This design comes from an exercise in tuning for small area on the open sky130 flow, not from production work.
Where RTL was checked, it was by simulation tests only, not by an equivalence proof against the original.
No activity file was given, so power comes from the tool's default toggle rates.

## systolic
module systolic
#
(
    parameter   D_W  = 8,  
    parameter   D_W_ACC = 16,  
    parameter   N   = 8,
    parameter   M   = 16
)
(
    input   wire                                        clk,
    input   wire                                        rst,
    input   wire                                        enable_row_count_A,
    output  wire    [$clog2(M)-1:0]                     pixel_cntr_A,
    output  wire    [($clog2(M/N)?$clog2(M/N):1)-1:0]   slice_cntr_A,
    output  wire    [($clog2(M/N)?$clog2(M/N):1)-1:0]   pixel_cntr_B,
    output  wire    [$clog2(M)-1:0]                     slice_cntr_B,
    output  wire    [$clog2((M*M)/N)-1:0]               rd_addr_A,
    output  wire    [$clog2((M*M)/N)-1:0]               rd_addr_B,
    input   wire    [N*D_W-1:0]                         A,  
    input   wire    [N*D_W-1:0]                         B,  
    output  wire    [N*N*D_W_ACC-1:0]                   D,  
    output  wire    [N*N-1:0]                           valid_D  
);
wire wrap;
control control_inst
  (
    .clk                  (clk),
    .rst                  (rst),
    .enable_row_count     (enable_row_count_A),
    .pixel_cntr_A         (pixel_cntr_A),
    .slice_cntr_A         (slice_cntr_A),
    .pixel_cntr_B         (pixel_cntr_B),
    .slice_cntr_B         (slice_cntr_B),
    .rd_addr_A            (rd_addr_A),
    .rd_addr_B            (rd_addr_B),
    .wrap                 (wrap)
  );
reg        was15;
reg [15:0] chain;    
always @(posedge clk) begin
  was15       <= wrap;
  chain[0]    <= (pixel_cntr_A == 4'd0) && was15;
  chain[15:1] <= rst ? 15'd0 : chain[14:0];
end
wire [14:0] clr_d = chain[14:0] | {15{rst}};
wire [D_W-1:0] fa [N-1:0][N:0];
wire [D_W-1:0] fb [N:0][N-1:0];
genvar i, j;
generate
  for (i = 0; i < N; i = i + 1) begin : g_in
    assign fa[i][0] = rst ? {D_W{1'b1}} : ~A[i*D_W +: D_W];
    assign fb[0][i] = rst ? {D_W{1'b1}} : ~B[i*D_W +: D_W];
  end
  for (i = 0; i < N; i = i + 1) begin : g_row
    for (j = 0; j < N; j = j + 1) begin : g_col
  ...
clock: 7.0 ns
lec_check: 0
cap_margin: 20
core_margin: 2
core_utilization: 55
gpl_timing_driven: 0
slew_margin: 20
synth_hierarchical: 1
synth_minimum_keep_size: 0
standard.sh (not shown) runs the stock make flow with config.mk's settings and CLKGATE_MAP_FILE= SYNTH_SCRIPT=/design/flow/synth_recipe.tcl, a recipe that flattens the netlist after the stock synthesis.
==> flow/flow/run.sh <==
#!/bin/bash
# Standard layout (the standard.sh) with these changes:
#  - the port buffers are made from the smallest buffer cell;
#  - the buffers synthesis leaves on the nets between processing elements
#    are removed at floorplan (placement here is not timing-driven, which is
#    where the standard flow would remove them);
#  - clock tree: larger sink clusters and no dummy loads.
set -e
export BUFFER_PORTS_ARGS="-buffer_cell sky130_fd_sc_hd__buf_1"
export REMOVE_ABC_BUFFERS=1
export CTS_ARGS="-sink_clustering_enable -repair_clock_nets -sink_clustering_size 25 -sink_clustering_max_diameter 120 -dont_use_dummy_load"
bash standard.sh > standard.log 2>&1
==> next run, changes <==
--- a/flow/design.v
+++ b/flow/design.v
@@ -256,22 +256,19 @@
 fa us68 (.a(s67), .b(c64), .c(c65), .s(s68), .co(c68));
 wire s69, c69;
 fa us69 (.a(pp7_7), .b(accg[14]), .c(c66), .s(s69), .co(c69));
 wire s70, c70;
 fa us70 (.a(s69), .b(c67), .c(c68), .s(s70), .co(c70));
 wire x71 = accg[15] ^ c69 ^ c70;
-wire q12 = s65 ^ c61;
-wire g13 = s65 & c61;
-wire q13 = s68 ^ g13;
-wire pr13 = s65 & s68;
-wire g14 = pr13 & c61;
-wire q14 = s70 ^ g14;
-wire pr14 = pr13 & s70;
-wire g15 = pr14 & c61;
-wire q15 = x71 ^ g15;
-wire pr15 = pr14 & x71;
+wire q12, g12;
+ha uq12 (.a(s65), .b(c61), .s(q12), .co(g12));
+wire q13, g13;
+ha uq13 (.a(s68), .b(g12), .s(q13), .co(g13));
+wire q14, g14;
+ha uq14 (.a(s70), .b(g13), .s(q14), .co(g14));
+wire q15 = x71 ^ g14;
 wire [15:0] nxt = {q15, q14, q13, q12, s61, s56, s50, s43, s35, s27, s20, s14, s9, s5, s2, s0};
 always @(posedge clk) begin
     clr <= clr_d;
     a_n <= in_a_n;
     b_n <= in_b_n;
     acc <= nxt;
After rerunning: Design area is about the same; synthesized cell count shrinks by about 1.4%; worst setup slack loses 0.50 ns; first-iteration DRC count shrinks by about 6%; area after synthesis barely changes; hold slack gains 0.0073 ns; register-to-register slack loses 0.50 ns; sequential share of layout area hardly moves; via count shrinks by about 0.8%; combinational power shrinks by about 2%.
No run of this note included a check of the RTL's function; only the layout flow was run.

* * *

systolic, a different RTL version from the one above (not shown whole).
Size in the first run: ~13,000 cells after synthesis, roughly 2,100 flip-flops, roughly 1,200 I/O pins, about 160,000 sq um of cells after synthesis.
clock: 7.0 ns
lec_check: 0
cap_margin: 20
core_margin: 2
core_utilization: 40
cts_cluster_diameter: 120
cts_cluster_size: 25
gpl_timing_driven: 0
slew_margin: 20
synth_hierarchical: 1
synth_minimum_keep_size: 0
Scripts as last shown in full above: flow/flow/run.sh
Rerun with:
--- a/flow/design.v
+++ b/flow/design.v
@@ -238,39 +238,45 @@
 wire s60, c60;
 fa us60 (.a(c53), .b(s59), .c(c54), .s(s60), .co(c60));
 wire s61, c61;
 fa us61 (.a(s60), .b(c55), .c(c56), .s(s61), .co(c61));
 wire s62, c62;
 fa us62 (.a(pp5_7), .b(pp6_6), .c(pp7_5), .s(s62), .co(c62));
 wire s63, c63;
 fa us63 (.a(c57), .b(s62), .c(accg[12]), .s(s63), .co(c63));
 wire s64, c64;
 fa us64 (.a(c58), .b(s63), .c(c59), .s(s64), .co(c64));
 wire s65, c65;
-fa us65 (.a(s64), .b(c60), .c(c61), .s(s65), .co(c65));
+ha us65 (.a(s64), .b(c60), .s(s65), .co(c65));
 wire s66, c66;
 fa us66 (.a(pp6_7), .b(pp7_6), .c(c62), .s(s66), .co(c66));
 wire s67, c67;
 fa us67 (.a(accg[13]), .b(s66), .c(c63), .s(s67), .co(c67));
 wire s68, c68;
 fa us68 (.a(s67), .b(c64), .c(c65), .s(s68), .co(c68));
 wire s69, c69;
 fa us69 (.a(pp7_7), .b(accg[14]), .c(c66), .s(s69), .co(c69));
 wire s70, c70;
-ha us70 (.a(s69), .b(c67), .s(s70), .co(c70));
+fa us70 (.a(s69), .b(c67), .c(c68), .s(s70), .co(c70));
 wire x71 = accg[15] ^ c69 ^ c70;
-wire q14 = s70 ^ c68;
-wire g15 = s70 & c68;
+wire q12 = s65 ^ c61;
+wire g13 = s65 & c61;
+wire q13 = s68 ^ g13;
+wire pr13 = s65 & s68;
+wire g14 = pr13 & c61;
+wire q14 = s70 ^ g14;
+wire pr14 = pr13 & s70;
+wire g15 = pr14 & c61;
 wire q15 = x71 ^ g15;
-wire pr15 = s70 & x71;
-wire [15:0] nxt = {q15, q14, s68, s65, s61, s56, s50, s43, s35, s27, s20, s14, s9, s5, s2, s0};
+wire pr15 = pr14 & x71;
+wire [15:0] nxt = {q15, q14, q13, q12, s61, s56, s50, s43, s35, s27, s20, s14, s9, s5, s2, s0};
 always @(posedge clk) begin
     a_n <= in_a_n;
     b_n <= in_b_n;
     acc <= nxt;
 end
 endmodule
 module fa (input wire a, input wire b, input wire c, output wire s, output wire co);
 assign s  = a ^ b ^ c;
 assign co = (a & b) | (a & c) | (b & c);
 endmodule
 module ha (input wire a, input wire b, output wire s, output wire co);
Wire length rises by 2.0%.
Global-route usage rises by 0.46 points.
Via count rises by 1.2%.
Register-to-register slack gains 0.19 ns.
Synthesized area rises by 0.76%.
Clock skew falls by 0.0096 ns.
Non-clock buffer count falls by 256.
Setup slack gains 0.19 ns.
Hold slack gains 0.034 ns.
Clock power rises by about 2%.
Combinational power hardly moves.
Design area falls by 2.0%.
No functional check of the RTL was part of the first run of this note.

* * *

before:
systolic, a different RTL version from the one above (not shown whole).
Size in the first run: roughly 13,000 cells after synthesis, ~2,100 flip-flops, about 1,200 I/O pins, roughly 170,000 um^2 of cells after synthesis.
==> flow/config.mk <==
export PLATFORM = sky130hd
export DESIGN_NAME = systolic
export DESIGN_NICKNAME = systolic
export VERILOG_FILES = /design/flow/design.v
export SDC_FILE = /design/flow/constraint.sdc
export NUM_CORES = 4
export LEC_CHECK = 0
export CAP_MARGIN = 20
export CORE_MARGIN = 2
export CORE_UTILIZATION = 40
export CTS_CLUSTER_DIAMETER = 120
export CTS_CLUSTER_SIZE = 25
export GPL_TIMING_DRIVEN = 0
export SLEW_MARGIN = 20
export SYNTH_HIERARCHICAL = 1
export SYNTH_MINIMUM_KEEP_SIZE = 0
==> flow/constraint.sdc <==
create_clock -name core_clock -period 7.0 [get_ports {clk}]
set_input_delay 1.4000 -clock core_clock [delete_from_list [all_inputs] [get_ports {clk}]]
set_output_delay 1.4000 -clock core_clock [all_outputs]
set_load 0.01 [all_outputs]
Scripts as last shown in full above: flow/flow/run.sh
Modified inputs, after compared to before
-- flow/design.v --
<<< before, line 263
fa us64 (.a(c58), .b(s63), .c(c59), .s(s64), .co(c64));
wire s65, c65;
fa us65 (.a(s64), .b(c60), .c(c61), .s(s65), .co(c65));
wire s66, c66;
fa us66 (.a(pp6_7), .b(pp7_6), .c(c62), .s(s66), .co(c66));
>>> after, line 263
fa us64 (.a(c58), .b(s63), .c(c59), .s(s64), .co(c64));
wire s65, c65;
ha us65 (.a(s64), .b(c60), .s(s65), .co(c65));
wire s66, c66;
fa us66 (.a(pp6_7), .b(pp7_6), .c(c62), .s(s66), .co(c66));
<<< before, line 269
fa us67 (.a(accg[13]), .b(s66), .c(c63), .s(s67), .co(c67));
wire s68, c68;
ha us68 (.a(s67), .b(c64), .s(s68), .co(c68));
wire s69, c69;
fa us69 (.a(pp7_7), .b(accg[14]), .c(c66), .s(s69), .co(c69));
>>> after, line 269
fa us67 (.a(accg[13]), .b(s66), .c(c63), .s(s67), .co(c67));
wire s68, c68;
fa us68 (.a(s67), .b(c64), .c(c65), .s(s68), .co(c68));
wire s69, c69;
fa us69 (.a(pp7_7), .b(accg[14]), .c(c66), .s(s69), .co(c69));
<<< before, line 275
fa us70 (.a(s69), .b(c67), .c(c68), .s(s70), .co(c70));
wire x71 = accg[15] ^ c69 ^ c70;
wire q13 = s68 ^ c65;
wire g14 = s68 & c65;
wire q14 = s70 ^ g14;
wire pr14 = s68 & s70;
wire g15 = pr14 & c65;
wire q15 = x71 ^ g15;
wire pr15 = pr14 & x71;
wire [15:0] nxt = {q15, q14, q13, s65, s61, s56, s50, s43, s35, s27, s20, s14, s9, s5, s2, s0};
always @(posedge clk) begin
    a_n <= in_a_n;
>>> after, line 275
fa us70 (.a(s69), .b(c67), .c(c68), .s(s70), .co(c70));
wire x71 = accg[15] ^ c69 ^ c70;
wire q12 = s65 ^ c61;
wire g13 = s65 & c61;
wire q13 = s68 ^ g13;
wire pr13 = s65 & s68;
wire g14 = pr13 & c61;
wire q14 = s70 ^ g14;
wire pr14 = pr13 & s70;
wire g15 = pr14 & c61;
wire q15 = x71 ^ g15;
wire pr15 = pr14 & x71;
wire [15:0] nxt = {q15, q14, q13, q12, s61, s56, s50, s43, s35, s27, s20, s14, s9, s5, s2, s0};
always @(posedge clk) begin
    a_n <= in_a_n;
## What came out
- Sort after and before by number of non-filler instances in the completed layout asc -> top: before
- after: time the worst path needs with I/O delays and setup is 0.0080 ns higher than what before reported.
- after completed end to end with timing, DRC and antenna clean.
- Total power density per cell area, after and before: higher on after
- Taking before as the reference, in after clock latency of the later-clocked register in the worst-skew pair +0.04 ns; post-layout worst setup margin -0.0080 ns; synthesis-to-layout area growth -0.53 points.
- The overall power reported for after is greater than that of before by about 1%.
- Global-route wire length before repair (after over before): decrease, 2.2%
- Number of clock-tree buffers in the layout was higher in the run labelled before.
- Number of distinct standard cells referenced by the synthesized netlist, after vs before: up by a few percent
Function was not checked in any run of this note: the RTL went through the layout flow alone.

* * *

== rev 12 ==
systolic with an RTL version that a note above also has.
Size in the first run: ~14000 cells after synthesis, ~1200 I/O pins.
==> flow/config.mk <==
export PLATFORM = sky130hd
export DESIGN_NAME = systolic
export DESIGN_NICKNAME = systolic
export VERILOG_FILES = /design/flow/design.v
export SDC_FILE = /design/flow/constraint.sdc
export NUM_CORES = 4
export LEC_CHECK = 0
export CAP_MARGIN = 20
export CORE_MARGIN = 2
export CORE_UTILIZATION = 40
export GPL_TIMING_DRIVEN = 0
export PLACE_DENSITY = 0.8
export SLEW_MARGIN = 20
export SYNTH_HIERARCHICAL = 1
export SYNTH_MINIMUM_KEEP_SIZE = 0
==> flow/constraint.sdc <==
create_clock -name core_clock -period 7.0 [get_ports {clk}]
set_input_delay 1.4000 -clock core_clock [delete_from_list [all_inputs] [get_ports {clk}]]
set_output_delay 1.4000 -clock core_clock [all_outputs]
set_load 0.01 [all_outputs]
Scripts as last shown in full above: flow/flow/run.sh
> inputs changed (rev 12 -> rev 13)
diff --git a/flow/design.v b/flow/design.v
--- a/flow/design.v
+++ b/flow/design.v
@@ -243,35 +243,32 @@
 fa us62 (.a(pp5_7), .b(pp6_6), .c(pp7_5), .s(s62), .co(c62));
 wire s63, c63;
 fa us63 (.a(c57), .b(s62), .c(accg[12]), .s(s63), .co(c63));
 wire s64, c64;
 fa us64 (.a(c58), .b(s63), .c(c59), .s(s64), .co(c64));
 wire s65, c65;
-ha us65 (.a(s64), .b(c60), .s(s65), .co(c65));
+fa us65 (.a(s64), .b(c60), .c(c61), .s(s65), .co(c65));
 wire s66, c66;
 fa us66 (.a(pp6_7), .b(pp7_6), .c(c62), .s(s66), .co(c66));
 wire s67, c67;
 fa us67 (.a(accg[13]), .b(s66), .c(c63), .s(s67), .co(c67));
 wire s68, c68;
-fa us68 (.a(s67), .b(c64), .c(c65), .s(s68), .co(c68));
+ha us68 (.a(s67), .b(c64), .s(s68), .co(c68));
 wire s69, c69;
 fa us69 (.a(pp7_7), .b(accg[14]), .c(c66), .s(s69), .co(c69));
 wire s70, c70;
 fa us70 (.a(s69), .b(c67), .c(c68), .s(s70), .co(c70));
 wire x71 = accg[15] ^ c69 ^ c70;
-wire q12 = s65 ^ c61;
-wire g13 = s65 & c61;
-wire q13 = s68 ^ g13;
-wire pr13 = s65 & s68;
-wire g14 = pr13 & c61;
+wire q13 = s68 ^ c65;
+wire g14 = s68 & c65;
 wire q14 = s70 ^ g14;
-wire pr14 = pr13 & s70;
-wire g15 = pr14 & c61;
+wire pr14 = s68 & s70;
+wire g15 = pr14 & c65;
 wire q15 = x71 ^ g15;
 wire pr15 = pr14 & x71;
-wire [15:0] nxt = {q15, q14, q13, q12, s61, s56, s50, s43, s35, s27, s20, s14, s9, s5, s2, s0};
+wire [15:0] nxt = {q15, q14, q13, s65, s61, s56, s50, s43, s35, s27, s20, s14, s9, s5, s2, s0};
 always @(posedge clk) begin
     a_n <= in_a_n;
     b_n <= in_b_n;
     acc <= nxt;
 end
 endmodule
### Flow results
- Diff rev 12..rev 13 | total of plain and repair buffers excluding clock buffers | negligible
- On rev 13: critical path depth is 1 lower than what rev 12 gave.
- From rev 12 to rev 13 the numbers moved as follows: multi-input gate share of the layout cell area now sits at about the same level; fraction of area in registers now sits at about the same level.
- From rev 12 to rev 13 the numbers moved as follows: critical-path maximum fanout dropped 48; number of setup buffers added after CTS climbed 2; cell area power density dropped about 2.3%; total met2 wirelength after detailed routing climbed about 1.8%; cell area after layout climbed about 0.35%.
- [diff] shortest period the worst path allows, rev 13 relative to rev 12: regression
The RTL of rev 13 was laid out without a check of its function.

* * *

Starting RTL as in the previous note.
Settings: LEC_CHECK=0, CAP_MARGIN=20, CORE_MARGIN=2, CORE_UTILIZATION=40, SLEW_MARGIN=20, SYNTH_HIERARCHICAL=1, SYNTH_MINIMUM_KEEP_SIZE=0; clock period 7.0 ns.
==> flow/flow/run.sh <==
#!/bin/bash
# Standard layout, with the port buffers made from the smallest buffer cell
# instead of the flow's default choice.
set -e
cp standard.sh standard_sh_copy.log
cp synth_recipe.tcl synth_recipe_copy.log
cp config.mk config_mk_copy.log
export BUFFER_PORTS_ARGS="-buffer_cell sky130_fd_sc_hd__buf_1"
bash standard.sh > standard.log 2>&1
==> next run, changes <==
--- a/flow/design.v
+++ b/flow/design.v
@@ -237,47 +237,44 @@
 fa us59 (.a(accg[11]), .b(c52), .c(s58), .s(s59), .co(c59));
 wire s60, c60;
 fa us60 (.a(c53), .b(s59), .c(c54), .s(s60), .co(c60));
 wire s61, c61;
 fa us61 (.a(s60), .b(c55), .c(c56), .s(s61), .co(c61));
 wire s62, c62;
 fa us62 (.a(pp5_7), .b(pp6_6), .c(pp7_5), .s(s62), .co(c62));
 wire s63, c63;
 fa us63 (.a(c57), .b(s62), .c(accg[12]), .s(s63), .co(c63));
 wire s64, c64;
 fa us64 (.a(c58), .b(s63), .c(c59), .s(s64), .co(c64));
 wire s65, c65;
-ha us65 (.a(s64), .b(c60), .s(s65), .co(c65));
+fa us65 (.a(s64), .b(c60), .c(c61), .s(s65), .co(c65));
 wire s66, c66;
 fa us66 (.a(pp6_7), .b(pp7_6), .c(c62), .s(s66), .co(c66));
 wire s67, c67;
 fa us67 (.a(accg[13]), .b(s66), .c(c63), .s(s67), .co(c67));
 wire s68, c68;
-fa us68 (.a(s67), .b(c64), .c(c65), .s(s68), .co(c68));
+ha us68 (.a(s67), .b(c64), .s(s68), .co(c68));
 wire s69, c69;
 fa us69 (.a(pp7_7), .b(accg[14]), .c(c66), .s(s69), .co(c69));
 wire s70, c70;
 fa us70 (.a(s69), .b(c67), .c(c68), .s(s70), .co(c70));
 wire x71 = accg[15] ^ c69 ^ c70;
-wire q12 = s65 ^ c61;
-wire g13 = s65 & c61;
-wire q13 = s68 ^ g13;
-wire pr13 = s65 & s68;
-wire g14 = pr13 & c61;
+wire q13 = s68 ^ c65;
+wire g14 = s68 & c65;
 wire q14 = s70 ^ g14;
-wire pr14 = pr13 & s70;
-wire g15 = pr14 & c61;
+wire pr14 = s68 & s70;
+wire g15 = pr14 & c65;
 wire q15 = x71 ^ g15;
 wire pr15 = pr14 & x71;
-wire [15:0] nxt = {q15, q14, q13, q12, s61, s56, s50, s43, s35, s27, s20, s14, s9, s5, s2, s0};
+wire [15:0] nxt = {q15, q14, q13, s65, s61, s56, s50, s43, s35, s27, s20, s14, s9, s5, s2, s0};
 always @(posedge clk) begin
     a_n <= in_a_n;
     b_n <= in_b_n;
     acc <= nxt;
 end
 endmodule
 module fa (input wire a, input wire b, input wire c, output wire s, output wire co);
 assign s  = a ^ b ^ c;
 assign co = (a & b) | (a & c) | (b & c);
 endmodule
 module ha (input wire a, input wire b, output wire s, output wire co);
 assign s  = a ^ b;
Via count drops by 0.63%.
Routed wire length drops by 1.2%.
Synthesized cell count went down by 1.4%.
Area after synthesis stays flat.
Setup slack loses 0.26 ns.
Cell area goes up by 1.3%.
Sequential cell count does not change.
Die area stays flat.
Critical path depth came out higher by 1.
Register-to-register slack degrades by 0.26 ns.
Total power falls by 1.0%.
Non-clock buffer count came out higher by 214.
Clock power barely changes.
Combinational power drops by about 2%.
The RTL of the second run of this note was laid out without a check of its function.

## re-timing with driven ports
How much do the figures lean on ideal ports? The routed layouts below were timed once more, with nothing changed but the port constraints. Step 1 (the two cells are an assumption about what drives the block):
set clk [get_ports {clk}]
set_driving_cell -lib_cell sky130_fd_sc_hd__clkbuf_16 $clk
set_driving_cell -lib_cell sky130_fd_sc_hd__buf_2 [delete_from_list [all_inputs] $clk]
Step 2, shift: input delay + t, output delay - t, t = (earliest + latest rising clock arrival at the registers) / 2. This alone moves slack from input paths to output paths. Three values: ideal, step 1, step 2; two values: the first two.
run | t (ns) | setup slack, ns | worst setup path at the end | latest minus earliest clock arrival (ns)
the first run of note 1 | 0.977 | 0.696 / 0.696 / 0.696 | register to register | 0.063 / 0.063
the second run of note 1 | 0.983 | 0.201 / 0.201 / 0.201 | register to register | 0.065 / 0.064
the first run of note 2 | 0.984 | 0.143 / 0.143 / 0.143 | register to register | 0.132 / 0.133
the second run of note 2 | 0.972 | 0.334 / 0.334 / 0.334 | register to register | 0.155 / 0.155
before | 0.992 | 0.136 / 0.136 / 0.136 | register to register | 0.128 / 0.129
after | 1.016 | 0.128 / 0.128 / 0.128 | register to register | 0.112 / 0.112
rev 12 | 0.960 | 0.212 / 0.212 / 0.212 | register to register | 0.128 / 0.129
rev 13 | 0.951 | 0.114 / 0.114 / 0.114 | register to register | 0.167 / 0.167
the first run of note 5 | 1.011 | 0.574 / 0.574 / 0.574 | register to register | 0.063 / 0.063
the second run of note 5 | 1.009 | 0.311 / 0.311 / 0.311 | register to register | 0.060 / 0.060
After both steps setup and hold are still met in every run listed.
